From an optimization exercise on the open Yosys and OpenROAD flow, aimed at small area, a short achievable clock period and few clock cycles per item; shortcuts taken in it are not production practice. In this exercise RTL edits were held to simulation tests only and were not proved equivalent to the original.

run X:
## SHA256_core
module SHA256_core(
    input RST,
    input CLK,
    input next_b,
    input [511:0] block,
    output [255:0] digest,
    output core_ready
    );
    localparam logic [255:0] H_INIT = {32'h6a09e667, 32'hbb67ae85, 32'h3c6ef372, 32'ha54ff53a,
                                       32'h510e527f, 32'h9b05688c, 32'h1f83d9ab, 32'h5be0cd19};
    function automatic logic [31:0] ror(input logic [31:0] x, input int n);
        ror = (x >> n) | (x << (32 - n));
    endfunction
    logic rst_q;            
    logic rdy;              
    logic busy;             
    logic [6:0] cnt;        
    logic fin;              
    logic [31:0] ha [0:3];  
    logic [31:0] he [0:3];  
    logic [31:0] a, b, c, d, e, f, g, h;
    logic [31:0] w [0:15];
    logic [31:0] hk;        
    logic [31:0] k_t, kq;   
    k_constant_rom K_ROM (.t(cnt[5:0] + 6'd1), .k(k_t));
    logic [31:0] s1, ch, s0, mj;
    assign s1 = ror(e, 6) ^ ror(e, 11) ^ ror(e, 25);
    assign ch = (e & f) ^ (~e & g);
    assign s0 = ror(a, 2) ^ ror(a, 13) ^ ror(a, 22);
    assign mj = (a & b) ^ (a & c) ^ (b & c);
    logic [31:0] p1s, p1c, p2s, p2c, p3s, p3c, p4s, p4c, q2s, q2c, q3s, q3c;
    always_comb begin
        p1s = s1 ^ ch ^ hk;
        p1c = {((s1 & ch) | (s1 & hk) | (ch & hk)), 1'b0};
        p2s = s0 ^ mj ^ w[0];
        p2c = {((s0 & mj) | (s0 & w[0]) | (mj & w[0])), 1'b0};
  ...
export LEC_CHECK = 0
export ABC_AREA = 1
export CAP_MARGIN = 20
export CORE_MARGIN = 2
export CORE_UTILIZATION = 55
export PLACE_DENSITY = 0.65
export SLEW_MARGIN = 20
create_clock -name core_clock -period 15.0 [get_ports {CLK}]
standard.sh (not shown) runs the stock make flow with config.mk's settings and CLKGATE_MAP_FILE= SYNTH_SCRIPT=/design/flow/synth_recipe.tcl, a recipe that flattens the netlist after the stock synthesis.
==> flow/flow/run.sh <==
#!/bin/bash
# Layout flow: the standard synthesis and layout (standard.sh), with
#  - port buffers of the smallest buffer cell (buf_1) instead of the default choice,
#  - timing repair run with an extra setup margin so that the achieved period is pushed
#    well below the (loose) 15 ns clock; the SDC itself is unchanged.
# Each make step's output goes to its own log file here; ORFS keeps per-tool logs under orfs/logs.
set -eo pipefail
MARGIN=$(cat flow/margin.txt)
bash standard.sh synth > log_synth.txt 2>&1
bash standard.sh BUFFER_PORTS_ARGS="-buffer_cell sky130_fd_sc_hd__buf_1" \
    SETUP_SLACK_MARGIN=$MARGIN finish > log_layout.txt 2>&1
==> flow/flow/margin.txt <==
10.5
Having completed the whole flow, run X delivered a layout that passed the timing, DRC and antenna checks.
Testbench counts of run X, summed over its fixed seeds: cycles 8,456, blocks 128.
The following lists how run G was set up differently from run X:
==> flow/flow/margin.txt <==
11.2
[summary]
- Of run X and run G, only run X finishes the flow clean.
- In terms of pre-CTS setup slack, run G and run X differ only marginally.
- Compared with run X, run G degrades placed wire-length estimate after detailed placement.
- Compared with run X, in run G placer congestion estimate went down, number of buffers added for setup after CTS went up, post-cts sizing count higher.

---

== build 11 ==
Another version of the RTL of SHA256_core (not shown whole).
Size in the first run: roughly 6500 cells after synthesis, roughly 1100 flip-flops, ~770 I/O pins, about 55000 um2 of cells after synthesis.
// SHA256_core
module SHA256_core(
    input RST,
    input CLK,
    input next_b,
    input [511:0] block,
    output [255:0] digest,
    output core_ready
    );
export LEC_CHECK = 0
export ABC_AREA = 1
export CAP_MARGIN = 20
export CORE_MARGIN = 2
export CORE_UTILIZATION = 62
export CTS_CLUSTER_DIAMETER = 70
export CTS_CLUSTER_SIZE = 30
export PLACE_DENSITY = 0.7
export SLEW_MARGIN = 20
create_clock -name core_clock -period 15.0 [get_ports {CLK}]
==> flow/flow/margin.txt <==
10.75
Scripts as last shown in full above: flow/flow/run.sh
Build 11 | status: complete | timing, DRC, antenna: pass
Testbench counts of build 11, summed over its fixed seeds: cycles 8,456, blocks 128.
#### Input delta (build 50 over build 11)
- CORE_UTILIZATION changed from 62 to 55
- CTS_CLUSTER_SIZE removed (was 30)
- CTS_CLUSTER_DIAMETER removed (was 70)
- PLACE_DENSITY changed from 0.7 to 0.65
==> flow/flow/margin.txt <==
10.6
Findings:
- Final worst hold slack for build 50: 0.0051 ns up relative to build 11
- Run comparison: build 11 timing startpoint of the critical path ha[3][31]$_DFFE_PP_; build 50 timing startpoint of the critical path he[0][1]$_DFFE_PP_
- Placement-stage worst setup slack (build 50 over build 11): decrease, 0.28 ns
- | met1 routing resource usage after global routing | build 50 vs build 11 | 4.8 points lower |
- Of build 11 and build 50, the run reporting the lower setup slack was build 11.
- In the tables for build 11 and build 50, ratio of final minimum period to clock period reads higher with build 11.
- Higher area of all placed cells without fillers was reported by build 11, not build 50.
- Taking build 50 as 1.0, build 11 lands at 0.46 on count of clock-buffer cells in the layout.
--- input diff build 50..build 1 ---
- PLACE_DENSITY changed from 0.65 to 0.78
- CTS_CLUSTER_SIZE newly set to 30
- CORE_UTILIZATION changed from 55 to 70
- CTS_CLUSTER_DIAMETER newly set to 70
Build 1 reports its capturing instance or port of the critical path as e[21]$_DFF_P_ while build 50 reports digest[97].
Compared build 1 against build 50; worst hold path cell count within noise.
When build 1 is set beside build 50, its share of the clock period used by the worst path after layout turns out to be 1.1 points larger.
Per the comparison of build 1 with build 50, number of well taps fell about 20%, setup slack at placement fell 0.019 ns.
Input-level comparison between build 61 and build 1:
- CTS_CLUSTER_DIAMETER: 70 -> 80
- PLACE_DENSITY: 0.78 -> 0.7
- CORE_UTILIZATION: 70 -> 62
Looking at wire length on met1, build 61 sits above build 1.
[diff] worst hold slack, build 61 relative to build 1: regression
On area of placed instances, build 1 and build 61 are neck and neck.
Build 1 closes out successfully: all stages finished, all timing, DRC and antenna checks passed.
No stage failed in build 61, and the final checks on the layout all came back clean.
Going from build 1 to build 61, tapcell count grew by more than 10%.
Build 61 vs. build 1: routed wire length went down about 8%.
Destination of the critical timing path = e[21]$_DFF_P_: build 1; destination of the critical timing path = digest[97]: build 61

afterwards: timing with drivers on the ports:
No port has a modelled driver above. Below, the same layouts with a new extraction and two added sets of constraints.
Step 1 (the two cells are an assumption about what drives the block):
set clk [get_ports {CLK}]
set_driving_cell -lib_cell sky130_fd_sc_hd__clkbuf_16 $clk
set_driving_cell -lib_cell sky130_fd_sc_hd__buf_2 [delete_from_list [all_inputs] $clk]
Step 2, shift: input delay + t, output delay - t, t = (earliest + latest rising clock arrival at the registers) / 2. This alone moves slack from input paths to output paths.
a / b / c = no drivers / after step 1 / after step 2; a / b = the first two.
| run | t (ns) | slack for setup (ns) | worst setup path at the end | worst data-port slew with drivers (ns) |
|---|---|---|---|---|
| run X | 0.801 | 10.505 / 10.423 / 10.513 | register to register | 0.14 |
| build 11 | 0.756 | 10.345 / 10.273 / 10.593 | input to register | 0.11 |
| build 50 | 0.783 | 10.543 / 10.472 / 10.621 | register to register | 0.16 |
| build 1 | 0.773 | 10.372 / 10.372 / 10.372 | register to register | 0.16 |
| build 61 | 0.730 | 10.543 / 10.470 / 10.628 | register to register | 0.13 |
After both steps every run listed still meets setup and hold.
